Source: an optimization exercise on an open RTL-to-GDS flow (aim: small area). Production flows keep margins and buffers that such runs may drop.
Only simulation tests tie the RTL to the original design; equivalence was not proved.
The flow treats the clock pin as an ideal source, which a real chip does not have.

==> 06-04: inputs <==
==> flow/design.v <==
`timescale 1ns / 1ps
module Top_Module(clk,reset,op_WriteBack,imem_addr,imem_rdata,
                  dmem_addr,dmem_wdata,dmem_we,dmem_rdata,wb_we,wb_rd);
    input clk;
    input reset;
    output [31:0] op_WriteBack;
    output [31:0] imem_addr;
    input  [31:0] imem_rdata;
    output [9:0]  dmem_addr;
    output [31:0] dmem_wdata;
    output [3:0]  dmem_we;
    input  [31:0] dmem_rdata;
    output        wb_we;
    output [4:0]  wb_rd;
    reg [31:0] pc;           
    reg [31:0] if_ins;       
    reg [31:0] if_pc;        
    reg [31:0] rs1_q;        
    reg        ph_n, ph_p;   
    reg [31:0] e_d1;         
    reg [31:0] e_s2;         
    reg [31:7] e_ins;        
    reg        e_rw, e_mr, e_mw;             
    reg        e_jmp, e_ld;                  
    reg        e_src, e_immS, e_immJ;        
    reg        e_isig;                       
    reg        e_rri, e_subR;                
    reg [31:0] m_alu, m_d2, m_d1, m_pc;
    reg [4:0]  m_rd;
    reg [2:0]  m_f3;
    reg        m_rw, m_mw, m_ld, m_jmp, m_isig;
    reg [31:0] w_val;
    reg [4:0]  w_rd;
    reg        w_rw;
    wire [31:0] wdat = w_val & {32{~reset}};
    wire [31:0] rv [0:31];
    assign rv[0] = 32'd0;
    genvar gi;
    generate
        for (gi = 1; gi < 32; gi = gi + 1) begin : g_rf
            reg [31:0] r;
            always @(posedge clk)
                if (reset | (w_rw & (w_rd == gi)))
                    r <= wdat;
            assign rv[gi] = r;
        end
    endgenerate
    always @(negedge clk) ph_n <= ~reset & ~ph_n;
    always @(posedge clk) ph_p <= ph_n;
    wire first_half = ph_n ^ ph_p;
    wire [4:0] rs1 = if_ins[19:15];
    wire [4:0] rs2 = if_ins[24:20];
    reg  [31:0] rsum;
    integer j;
    always @(*) begin
        rsum = 32'd0;
        for (j = 1; j < 32; j = j + 1)
            rsum = rsum | (rv[j] & {32{first_half ? (rs1 == j) : (rs2 == j)}});
    end
    wire hit = w_rw & (first_half ? (w_rd == rs1) : (w_rd == rs2));
    wire [31:0] rport = hit ? w_val : rsum;
    always @(posedge clk) rs1_q <= rport;
    wire [31:0] rs2_v = rport;
    wire [6:0] op = if_ins[6:0];
    wire [2:0] f3 = if_ins[14:12];
    wire isR    = (op == 7'b0110011);
    wire isI    = (op == 7'b0010011);
    wire isL    = (op == 7'b0000011);
    wire isJAL  = (op == 7'b1101111);
    wire isJALR = (op == 7'b1100111);
    wire isS    = (op == 7'b0100011);
    wire isB    = (op == 7'b1100011);
    wire isU    = (op == 7'b0110111) | (op == 7'b0010111);
    wire isJ    = isJAL | isJALR;
    wire c_rw   = isR | isI | isL | isJ;
    wire c_src  = isI | isL | isJ | isS;
    wire c_isig = isI | isL | isJALR | isS | isB | isU;
    wire [31:0] immB = {{20{if_ins[31]}}, if_ins[7], if_ins[30:25], if_ins[11:8], 1'b0};
    wire [31:0] immJ = {{12{if_ins[31]}}, if_ins[19:12], if_ins[20], if_ins[30:21], 1'b0};
    wire [31:0] immI = {{21{if_ins[31]}}, if_ins[30:20]};
    wire [31:0] imm_t = isB ? immB : (isJAL ? immJ : immI);
    wire [4:0] rs1E = e_ins[19:15];
    wire [4:0] rs2E = e_ins[24:20];
    wire mM  = m_rw & (m_rd != 5'd0);
    wire mW  = w_rw & (w_rd != 5'd0);
    wire fA_M = mM & (m_rd == rs1E);
    wire fA_W = mW & (w_rd == rs1E);
    wire mM2  = mM & (m_rd == rs2E);
    wire fB_M = mM2 & ~m_isig;
    wire fB_W = mW & ~mM2 & (w_rd == rs2E);
    wire [31:0] ba = fA_M ? m_d1 : rs1_q;
    wire [31:0] bb = (~fA_M & mM2) ? m_d2 : rs2_v;
    wire b_eq  = (ba == bb);
    wire b_ltu = (ba < bb);
    wire b_lt  = (ba[31] ^ bb[31]) ? ba[31] : b_ltu;
    reg  b_cond;
    always @(*) begin
        case (f3)
            3'd0: b_cond = b_eq;
            3'd1: b_cond = ~b_eq;
            3'd4: b_cond = b_lt;
            3'd5: b_cond = ~b_lt;
            3'd6: b_cond = b_ltu;
            3'd7: b_cond = ~b_ltu;
            default: b_cond = 1'b0;
        endcase
    end
    wire hz  = e_mr & ((e_ins[11:7] == rs1) | (e_ins[11:7] == rs2));
    wire sel = ~hz & ((isB & b_cond) | isJ);
    wire [31:0] target = if_pc + imm_t;
    assign imem_addr = sel ? target : pc;
    wire [31:2] pc_inc;
    inc30 u_inc(.a(imem_addr[31:2]), .s(pc_inc));
    always @(negedge clk) begin
        if (reset) pc <= 32'd0;
        else if (hz) pc <= if_pc;
        else pc <= {pc_inc, imem_addr[1:0]};
        if_ins[31:1] <= imem_rdata[31:1];
        if_ins[0]    <= imem_rdata[0] & ~reset;
        if_pc        <= pc;
    end
    always @(negedge clk) begin
        e_rw  <= c_rw & ~hz & ~reset;
        e_mr  <= isL  & ~hz & ~reset;
        e_mw  <= isS  & ~hz & ~reset;
        e_d1  <= rs1_q;
        e_s2  <= c_src ? if_pc : rs2_v;
        e_ins <= if_ins[31:7];
        e_jmp <= isJ;
        e_ld  <= isL;
        e_src <= c_src;
        e_immS <= isS;
        e_immJ <= isJAL;
        e_isig <= c_isig;
        e_rri  <= isR | isI;
        e_subR <= isR & if_ins[30];
    end
    wire [2:0] ef3 = e_ins[14:12];
    wire [31:0] immE;
    assign immE[31:12] = e_immJ ? {{12{e_ins[31]}}, e_ins[19:12]} : {20{e_ins[31]}};
    assign immE[11]    = e_immJ ? e_ins[20] : e_ins[31];
    assign immE[10:5]  = e_ins[30:25];
    assign immE[4:1]   = e_immS ? e_ins[11:8] : e_ins[24:21];
    assign immE[0]     = e_immS ? e_ins[7] : (e_immJ ? 1'b0 : e_ins[20]);
    wire [31:0] A = fA_M ? m_alu : (fA_W ? w_val : e_d1);
    wire [31:0] B = fB_M ? m_alu : (fB_W ? w_val : (e_src ? immE : e_s2));
    wire sub = e_rri & (((ef3 == 3'd0) & e_subR) | (ef3 == 3'd2) | (ef3 == 3'd3));
    wire [32:0] sum;
    rca #(32) u_alu_add(.a(A), .b(B ^ {32{sub}}), .ci(sub), .s(sum[31:0]), .co(sum[32]));
    wire slt  = sum[31];
    wire sltu = ~sum[32];
    wire shl = (ef3 == 3'd1);
    reg  [31:0] A_rev, sh_rev;
    wire [31:0] sh_in = shl ? A_rev : A;
    wire [31:0] sh_out = sh_in >> B[4:0];
    integer k;
    always @(*) begin
        for (k = 0; k < 32; k = k + 1) begin
            A_rev[k]  = A[31-k];
            sh_rev[k] = sh_out[31-k];
        end
    end
    reg [31:0] alu;
    always @(*) begin
        if (e_rri) begin
            case (ef3)
                3'd0: alu = sum[31:0];
                3'd1: alu = sh_rev;
                3'd2: alu = {31'd0, slt};
                3'd3: alu = {31'd0, sltu};
                3'd4: alu = A ^ B;
                3'd5: alu = sh_out;
                3'd6: alu = A | B;
                default: alu = A & B;
            endcase
        end else begin
            alu = ((ef3 == 3'd3) | (ef3 == 3'd6) | (ef3 == 3'd7)) ? 32'd0 : sum[31:0];
        end
    end
    always @(negedge clk) begin
        m_rw  <= e_rw & ~reset;
        m_mw  <= e_mw & ~reset;
        m_alu <= alu;
        m_d2  <= B;
        m_d1  <= e_d1;
        m_pc  <= e_s2;
        m_rd  <= e_ins[11:7];
        m_f3  <= ef3;
        m_ld  <= e_ld;
        m_jmp <= e_jmp;
        m_isig <= e_isig;
    end
    assign dmem_addr  = m_alu[9:0];
    assign dmem_wdata = m_d2;
    assign dmem_we = ~m_mw ? 4'b0000 :
                     (m_f3 == 3'd0) ? 4'b0001 :
                     (m_f3 == 3'd1) ? 4'b0011 :
                     (m_f3 == 3'd2) ? 4'b1111 : 4'b0000;
    reg [31:0] ld;
    always @(*) begin
        case (m_f3)
            3'd0: ld = {{24{dmem_rdata[7]}}, dmem_rdata[7:0]};
            3'd1: ld = {{16{dmem_rdata[15]}}, dmem_rdata[15:0]};
            3'd2: ld = dmem_rdata;
            3'd4: ld = {24'd0, dmem_rdata[7:0]};
            3'd5: ld = {16'd0, dmem_rdata[15:0]};
            default: ld = 32'd0;
        endcase
    end
    always @(negedge clk) begin
        w_rw  <= m_rw & ~reset;
        w_rd  <= m_rd;
        w_val <= m_jmp ? m_pc : (m_ld ? ld : m_alu);
    end
    assign op_WriteBack = w_val;
    assign wb_we = w_rw;
    assign wb_rd = w_rd;
endmodule
module rca #(parameter W = 32) (a, b, ci, s, co);
    input  [W-1:0] a, b;
    input          ci;
    output [W-1:0] s;
    output         co;
    wire [W:0] c;
    assign c[0] = ci;
    genvar i;
    generate
        for (i = 0; i < W; i = i + 1) begin : g
            assign s[i]   = a[i] ^ b[i] ^ c[i];
            assign c[i+1] = (a[i] & b[i]) | (c[i] & (a[i] ^ b[i]));
        end
    endgenerate
    assign co = c[W];
endmodule
module inc30(a, s);
    input  [29:0] a;
    output [29:0] s;
    wire [30:0] c;
    assign c[0] = 1'b1;
    genvar i;
    generate
        for (i = 0; i < 30; i = i + 1) begin : g
            assign s[i]   = a[i] ^ c[i];
            assign c[i+1] = a[i] & c[i];
        end
    endgenerate
endmodule
==> flow/flow/run.sh <==
#!/bin/bash
# Layout flow: the standard ORFS flow (standard.sh, standard synthesis
# unchanged) with two changes:
#  - the port buffers are the smallest buffer cell (sky130_fd_sc_hd__buf_1)
#    instead of the cell buffer_ports picks itself;
#  - CTS keeps the one clock inverter of the falling-edge registers and
#    builds a clock tree for its output (flow/keep_clock_inverter.tcl),
#    instead of copying the inverter once per register.
# The full make output, which holds every tool's output, goes to
# standard_flow.log in the folder this runs in; ORFS's per-step logs are
# under orfs/logs/.
set -euo pipefail
here=$(pwd)
bash standard.sh \
  "BUFFER_PORTS_ARGS=-buffer_cell sky130_fd_sc_hd__buf_1" \
  "PRE_CTS_TCL=$here/flow/keep_clock_inverter.tcl" \
  finish > standard_flow.log 2>&1
==> flow/flow/keep_clock_inverter.tcl <==
# Sourced by ORFS's cts.tcl as PRE_CTS_TCL, before it calls
# repair_clock_inverters. That step would copy the single clock inverter
# (which feeds the falling-edge registers) next to every one of those
# registers. Instead the inverter is kept, and clock_tree_synthesis builds a
# buffer tree for its output net as it does for clk.
proc repair_clock_inverters {args} {
  puts "repair_clock_inverters: skipped; the clock inverter's net gets its own tree"
}
==> flow/standard.sh <==
#!/bin/bash
# synth_recipe.tcl (not shown) runs the flow's synth.tcl, then flattens the netlist and writes it again
# the make line also repeats each setting of config.mk as NAME=value (left out here)
make -C /OpenROAD-flow-scripts/flow DESIGN_CONFIG=/design/flow/config.mk WORK_HOME=/design/flow/orfs CLKGATE_MAP_FILE= SYNTH_SCRIPT=/design/flow/synth_recipe.tcl "${@:-finish}"
==> flow/config.mk <==
export PLATFORM = sky130hd
export DESIGN_NAME = Top_Module
export DESIGN_NICKNAME = Top_Module
export VERILOG_FILES = /design/flow/design.v
export SDC_FILE = /design/flow/constraint.sdc
export NUM_CORES = 4
export LEC_CHECK = 0
export CAP_MARGIN = 20
export CORE_MARGIN = 2
export CORE_UTILIZATION = 60
export CTS_CLUSTER_DIAMETER = 60
export CTS_CLUSTER_SIZE = 20
export SETUP_SLACK_MARGIN = 0.1
export SLEW_MARGIN = 20
==> flow/constraint.sdc <==
create_clock -name core_clock -period 30.0 [get_ports {clk}]
set_input_delay 6.0000 -clock core_clock [delete_from_list [all_inputs] [get_ports {clk}]]
set_output_delay 6.0000 -clock core_clock [all_outputs]
set_load 0.01 [all_outputs]
==> 06-27 (differences from 06-04) <==
==> flow/design.v, changed modules only <==
module Top_Module(clk,reset,op_WriteBack,imem_addr,imem_rdata,
                  dmem_addr,dmem_wdata,dmem_we,dmem_rdata,wb_we,wb_rd);
    input clk;
    input reset;
    output [31:0] op_WriteBack;
    output [31:0] imem_addr;
    input  [31:0] imem_rdata;
    output [9:0]  dmem_addr;
    output [31:0] dmem_wdata;
    output [3:0]  dmem_we;
    input  [31:0] dmem_rdata;
    output        wb_we;
    output [4:0]  wb_rd;
    reg [31:0] pc;           
    reg [31:0] if_ins;       
    reg [31:0] if_pc;        
    reg [31:0] rs1_q;        
    reg        ph_n, ph_p;   
    reg [31:0] e_d1;         
    reg [31:0] e_s2;         
    reg [31:7] e_ins;        
    reg        e_rw, e_mr, e_mw;             
    reg        e_jmp, e_ld;                  
    reg        e_src, e_immS, e_immJ;        
    reg        e_isig;                       
    reg        e_rri, e_subR;                
    reg [31:0] m_alu, m_d2, m_d1, m_pc;
    reg [4:0]  m_rd;
    reg [2:0]  m_f3;
    reg        m_rw, m_mw, m_ld, m_jmp, m_isig;
    reg [31:0] w_val;
    reg [4:0]  w_rd;
    reg        w_rw;
    wire [31:0] wdat = w_val & {32{~reset}};
    wire [31:0] rv [0:31];
    assign rv[0] = 32'd0;
    genvar gi;
    generate
        for (gi = 1; gi < 32; gi = gi + 1) begin : g_rf
            reg [31:0] r;
            always @(posedge clk)
                if (reset | (w_rw & (w_rd == gi)))
                    r <= wdat;
            assign rv[gi] = r;
        end
    endgenerate
    always @(negedge clk) ph_n <= ~reset & ~ph_n;
    always @(posedge clk) ph_p <= ph_n;
    wire first_half = ph_n ^ ph_p;
    wire [4:0] rs1 = if_ins[19:15];
    wire [4:0] rs2 = if_ins[24:20];
    reg  [31:1] rterm [0:31];    
    reg  [31:0] rsum;
    integer j, b;
    always @(*) begin
        for (b = 0; b < 32; b = b + 1) begin
            for (j = 1; j < 32; j = j + 1)
                rterm[b][j] = rv[j][b] & (first_half ? (rs1 == j) : (rs2 == j));
            rsum[b] = |rterm[b];
        end
    end
    wire hit = w_rw & (first_half ? (w_rd == rs1) : (w_rd == rs2));
    wire [31:0] rport = hit ? w_val : rsum;
    always @(posedge clk) rs1_q <= rport;
    wire        hit0  = w_rw & (w_rd == 5'd0) & (rs2 == 5'd0);
    wire [31:0] rs2_v = rsum | (w_val & {32{hit0}});
    wire [6:0] op = if_ins[6:0];
    wire [2:0] f3 = if_ins[14:12];
    wire isR    = (op == 7'b0110011);
    wire isI    = (op == 7'b0010011);
    wire isL    = (op == 7'b0000011);
    wire isJAL  = (op == 7'b1101111);
    wire isJALR = (op == 7'b1100111);
    wire isS    = (op == 7'b0100011);
    wire isB    = (op == 7'b1100011);
    wire isU    = (op == 7'b0110111) | (op == 7'b0010111);
    wire isJ    = isJAL | isJALR;
    wire c_rw   = isR | isI | isL | isJ;
    wire c_src  = isI | isL | isJ | isS;
    wire c_isig = isI | isL | isJALR | isS | isB | isU;
    wire [31:0] immB = {{20{if_ins[31]}}, if_ins[7], if_ins[30:25], if_ins[11:8], 1'b0};
    wire [31:0] immJ = {{12{if_ins[31]}}, if_ins[19:12], if_ins[20], if_ins[30:21], 1'b0};
    wire [31:0] immI = {{21{if_ins[31]}}, if_ins[30:20]};
    wire [31:0] imm_t = isB ? immB : (isJAL ? immJ : immI);
    wire [4:0] rs1E = e_ins[19:15];
    wire [4:0] rs2E = e_ins[24:20];
    wire mM  = m_rw & (m_rd != 5'd0);
    wire mW  = w_rw & (w_rd != 5'd0);
    wire fA_M = mM & (m_rd == rs1E);
    wire fA_W = mW & (w_rd == rs1E);
    wire mM2  = mM & (m_rd == rs2E);
    wire fB_M = mM2 & ~m_isig;
    wire fB_W = mW & ~mM2 & (w_rd == rs2E);
    wire [31:0] ba = fA_M ? m_d1 : rs1_q;
    wire [31:0] bb = (~fA_M & mM2) ? m_d2 : rs2_v;
    wire b_eq  = (ba == bb);
    wire b_ltu = (ba < bb);
    wire b_lt  = (ba[31] ^ bb[31]) ? ba[31] : b_ltu;
    reg  b_cond;
    always @(*) begin
        case (f3)
            3'd0: b_cond = b_eq;
            3'd1: b_cond = ~b_eq;
            3'd4: b_cond = b_lt;
            3'd5: b_cond = ~b_lt;
            3'd6: b_cond = b_ltu;
            3'd7: b_cond = ~b_ltu;
            default: b_cond = 1'b0;
        endcase
    end
    wire hz  = e_mr & ((e_ins[11:7] == rs1) | (e_ins[11:7] == rs2));
    wire sel = ~hz & ((isB & b_cond) | isJ);
    wire [31:0] target;
    add_bk u_target(.a(if_pc), .b(imm_t), .s(target));
    assign imem_addr = sel ? target : pc;
    wire [31:2] pc_inc;
    inc30 u_inc(.a(imem_addr[31:2]), .s(pc_inc));
    always @(negedge clk) begin
        if (reset) pc <= 32'd0;
        else if (hz) pc <= if_pc;
        else pc <= {pc_inc, imem_addr[1:0]};
        if_ins[31:1] <= imem_rdata[31:1];
        if_ins[0]    <= imem_rdata[0] & ~reset;
        if_pc        <= pc;
    end
    always @(negedge clk) begin
        e_rw  <= c_rw & ~hz & ~reset;
        e_mr  <= isL  & ~hz & ~reset;
        e_mw  <= isS  & ~hz & ~reset;
        e_d1  <= rs1_q;
        e_s2  <= c_src ? if_pc : rs2_v;
        e_ins <= if_ins[31:7];
        e_jmp <= isJ;
        e_ld  <= isL;
        e_src <= c_src;
        e_immS <= isS;
        e_immJ <= isJAL;
        e_isig <= c_isig;
        e_rri  <= isR | isI;
        e_subR <= isR & if_ins[30];
    end
    wire [2:0] ef3 = e_ins[14:12];
    wire [31:0] immE;
    assign immE[31:12] = e_immJ ? {{12{e_ins[31]}}, e_ins[19:12]} : {20{e_ins[31]}};
    assign immE[11]    = e_immJ ? e_ins[20] : e_ins[31];
    assign immE[10:5]  = e_ins[30:25];
    assign immE[4:1]   = e_immS ? e_ins[11:8] : e_ins[24:21];
    assign immE[0]     = e_immS ? e_ins[7] : (e_immJ ? 1'b0 : e_ins[20]);
    wire [31:0] A = fA_M ? m_alu : (fA_W ? w_val : e_d1);
    wire [31:0] B = fB_M ? m_alu : (fB_W ? w_val : (e_src ? immE : e_s2));
    wire sub = e_rri & (((ef3 == 3'd0) & e_subR) | (ef3 == 3'd2) | (ef3 == 3'd3));
    wire [31:0] Bx = B ^ {32{sub}};
    wire [31:0] p  = A ^ Bx;
    wire [31:0] g  = A & Bx;
    wire [32:0] c;
    assign c[0] = sub;
    genvar ci;
    generate
        for (ci = 0; ci < 32; ci = ci + 1) begin : g_carry
            assign c[ci+1] = g[ci] | (p[ci] & c[ci]);
        end
    endgenerate
    wire [31:0] sum = p ^ c[31:0];
    wire slt  = sum[31];
    wire sltu = ~c[32];
    wire shl = (ef3 == 3'd1);
    reg  [31:0] A_rev, sh_rev;
    wire [31:0] sh_in = shl ? A_rev : A;
    wire [31:0] sh_out = sh_in >> B[4:0];
    integer k;
    always @(*) begin
        for (k = 0; k < 32; k = k + 1) begin
            A_rev[k]  = A[31-k];
            sh_rev[k] = sh_out[31-k];
        end
    end
    reg [31:0] alu;
    always @(*) begin
        if (e_rri) begin
            case (ef3)
                3'd0: alu = sum;
                3'd1: alu = sh_rev;
                3'd2: alu = {31'd0, slt};
                3'd3: alu = {31'd0, sltu};
                3'd4: alu = p;
                3'd5: alu = sh_out;
                3'd6: alu = p | g;
                default: alu = g;
            endcase
        end else begin
            alu = ((ef3 == 3'd3) | (ef3 == 3'd6) | (ef3 == 3'd7)) ? 32'd0 : sum;
        end
    end
    always @(negedge clk) begin
        m_rw  <= e_rw & ~reset;
        m_mw  <= e_mw & ~reset;
        m_alu <= alu;
        m_d2  <= B;
        m_d1  <= e_d1;
        m_pc  <= e_s2;
        m_rd  <= e_ins[11:7];
        m_f3  <= ef3;
        m_ld  <= e_ld;
        m_jmp <= e_jmp;
        m_isig <= e_isig;
    end
    assign dmem_addr  = m_alu[9:0];
    assign dmem_wdata = m_d2;
    assign dmem_we = ~m_mw ? 4'b0000 :
                     (m_f3 == 3'd0) ? 4'b0001 :
                     (m_f3 == 3'd1) ? 4'b0011 :
                     (m_f3 == 3'd2) ? 4'b1111 : 4'b0000;
    reg [31:0] ld;
    always @(*) begin
        case (m_f3)
            3'd0: ld = {{24{dmem_rdata[7]}}, dmem_rdata[7:0]};
            3'd1: ld = {{16{dmem_rdata[15]}}, dmem_rdata[15:0]};
            3'd2: ld = dmem_rdata;
            3'd4: ld = {24'd0, dmem_rdata[7:0]};
            3'd5: ld = {16'd0, dmem_rdata[15:0]};
            default: ld = 32'd0;
        endcase
    end
    always @(negedge clk) begin
        w_rw  <= m_rw & ~reset;
        w_rd  <= m_rd;
        w_val <= m_jmp ? m_pc : (m_ld ? ld : m_alu);
    end
    assign op_WriteBack = w_val;
    assign wb_we = w_rw;
    assign wb_rd = w_rd;
endmodule
module add_bk(a, b, s);
    input  [31:0] a, b;
    output [31:0] s;
    wire [31:0] p0 = a ^ b;
    wire [31:0] g0 = a & b;
    reg  [31:0] G, P;       
    integer i, d;
    always @(*) begin
        G = g0;
        P = p0;
        for (d = 1; d < 32; d = d * 2)
            for (i = 2*d-1; i < 32; i = i + 2*d) begin
                G[i] = G[i] | (P[i] & G[i-d]);
                P[i] = P[i] & P[i-d];
            end
        for (d = 8; d >= 1; d = d / 2)
            for (i = 3*d-1; i < 32; i = i + 2*d) begin
                G[i] = G[i] | (P[i] & G[i-d]);
                P[i] = P[i] & P[i-d];
            end
    end
    assign s = p0 ^ {G[30:0], 1'b0};
endmodule
// module rca removed
==> flow/flow/run.sh (replaced) <==
#!/bin/bash
set -euo pipefail
here=$(pwd)
{
  echo "# synth_recipe.tcl, with Yosys's abc given flow/abc_area.script"
  echo "proc abc {args} {"
  echo "  set i [lsearch -exact \$args -script]"
  echo "  if {\$i >= 0} { lset args [expr {\$i + 1}] {$here/flow/abc_area.script} }"
  echo "  yosys abc {*}\$args"
  echo "}"
  cat synth_recipe.tcl
} > area_synth.tcl
cts_args="-sink_clustering_enable -repair_clock_nets"
cts_args="$cts_args -sink_clustering_size 15 -sink_clustering_max_diameter 50"
cts_args="$cts_args -buf_list sky130_fd_sc_hd__clkbuf_8 -dont_use_dummy_load"
bash standard.sh \
  "SYNTH_SCRIPT=$here/area_synth.tcl" \
  "BUFFER_PORTS_ARGS=-buffer_cell sky130_fd_sc_hd__buf_1" \
  "PRE_CTS_TCL=$here/flow/keep_clock_inverter.tcl" \
  "CTS_ARGS=$cts_args" \
  finish > standard_flow.log 2>&1
==> flow/flow/abc_area.script (new file) <==
&get -n
&st
&dch -f
&nf -a -R 1000
&put
--- a/flow/config.mk
+++ b/flow/config.mk
@@ -8,7 +8,8 @@
 export CAP_MARGIN = 20
 export CORE_MARGIN = 2
 export CORE_UTILIZATION = 60
-export CTS_CLUSTER_DIAMETER = 60
-export CTS_CLUSTER_SIZE = 20
+export CTS_BUF_LIST = sky130_fd_sc_hd__clkbuf_8
+export CTS_CLUSTER_DIAMETER = 50
+export CTS_CLUSTER_SIZE = 15
 export SETUP_SLACK_MARGIN = 0.1
 export SLEW_MARGIN = 20
==> results.sh <==
export IMPL_outcome="timing/DRC/antenna clean"
export IMPL_routed_wl_met2_mm=96.0
export IMPL_worstMarginPinSlew_ns=1.24
export IMPL_layout_drive_gt1_share=0.135
export IMPL_cts_setup_buffers=28
export IMPL_whs_endpoint="m_d1[31]"
export IMPL_net_switching_power_uw=1920
export IMPL_syn_avg_cell_area_um2=12.9
export IMPL_clkCellAreaFrac=0.0536
export IMPL_grt_pass1_vias=41900
export IMPL_pg_comb_uw=1380
export IMPL_p_comb_frac=0.247
export IMPL_syn_area_um2=59500
export IMPL_power_leakage_uw=0.0255
export IMPL_die_y_um=319
export IMPL_dr_pass1_iters=10
The numbers above come from 06-04.

==> results.sh <==
export IMPL_syn_area_um2=55700
export IMPL_whs_endpoint="m_pc[17]"
export IMPL_syn_avg_cell_area_um2=14.3
export IMPL_dr_pass1_iters=8
export IMPL_net_switching_power_uw=1670
export IMPL_outcome="timing/DRC/antenna clean"
export IMPL_clkCellAreaFrac=0.0355
export IMPL_power_leakage_uw=0.0226
export IMPL_cts_setup_buffers=0
export IMPL_pg_comb_uw=1230
export IMPL_die_y_um=309
export IMPL_routed_wl_met2_mm=81.7
export IMPL_worstMarginPinSlew_ns=1.25
export IMPL_p_comb_frac=0.243
The numbers above come from 06-27.

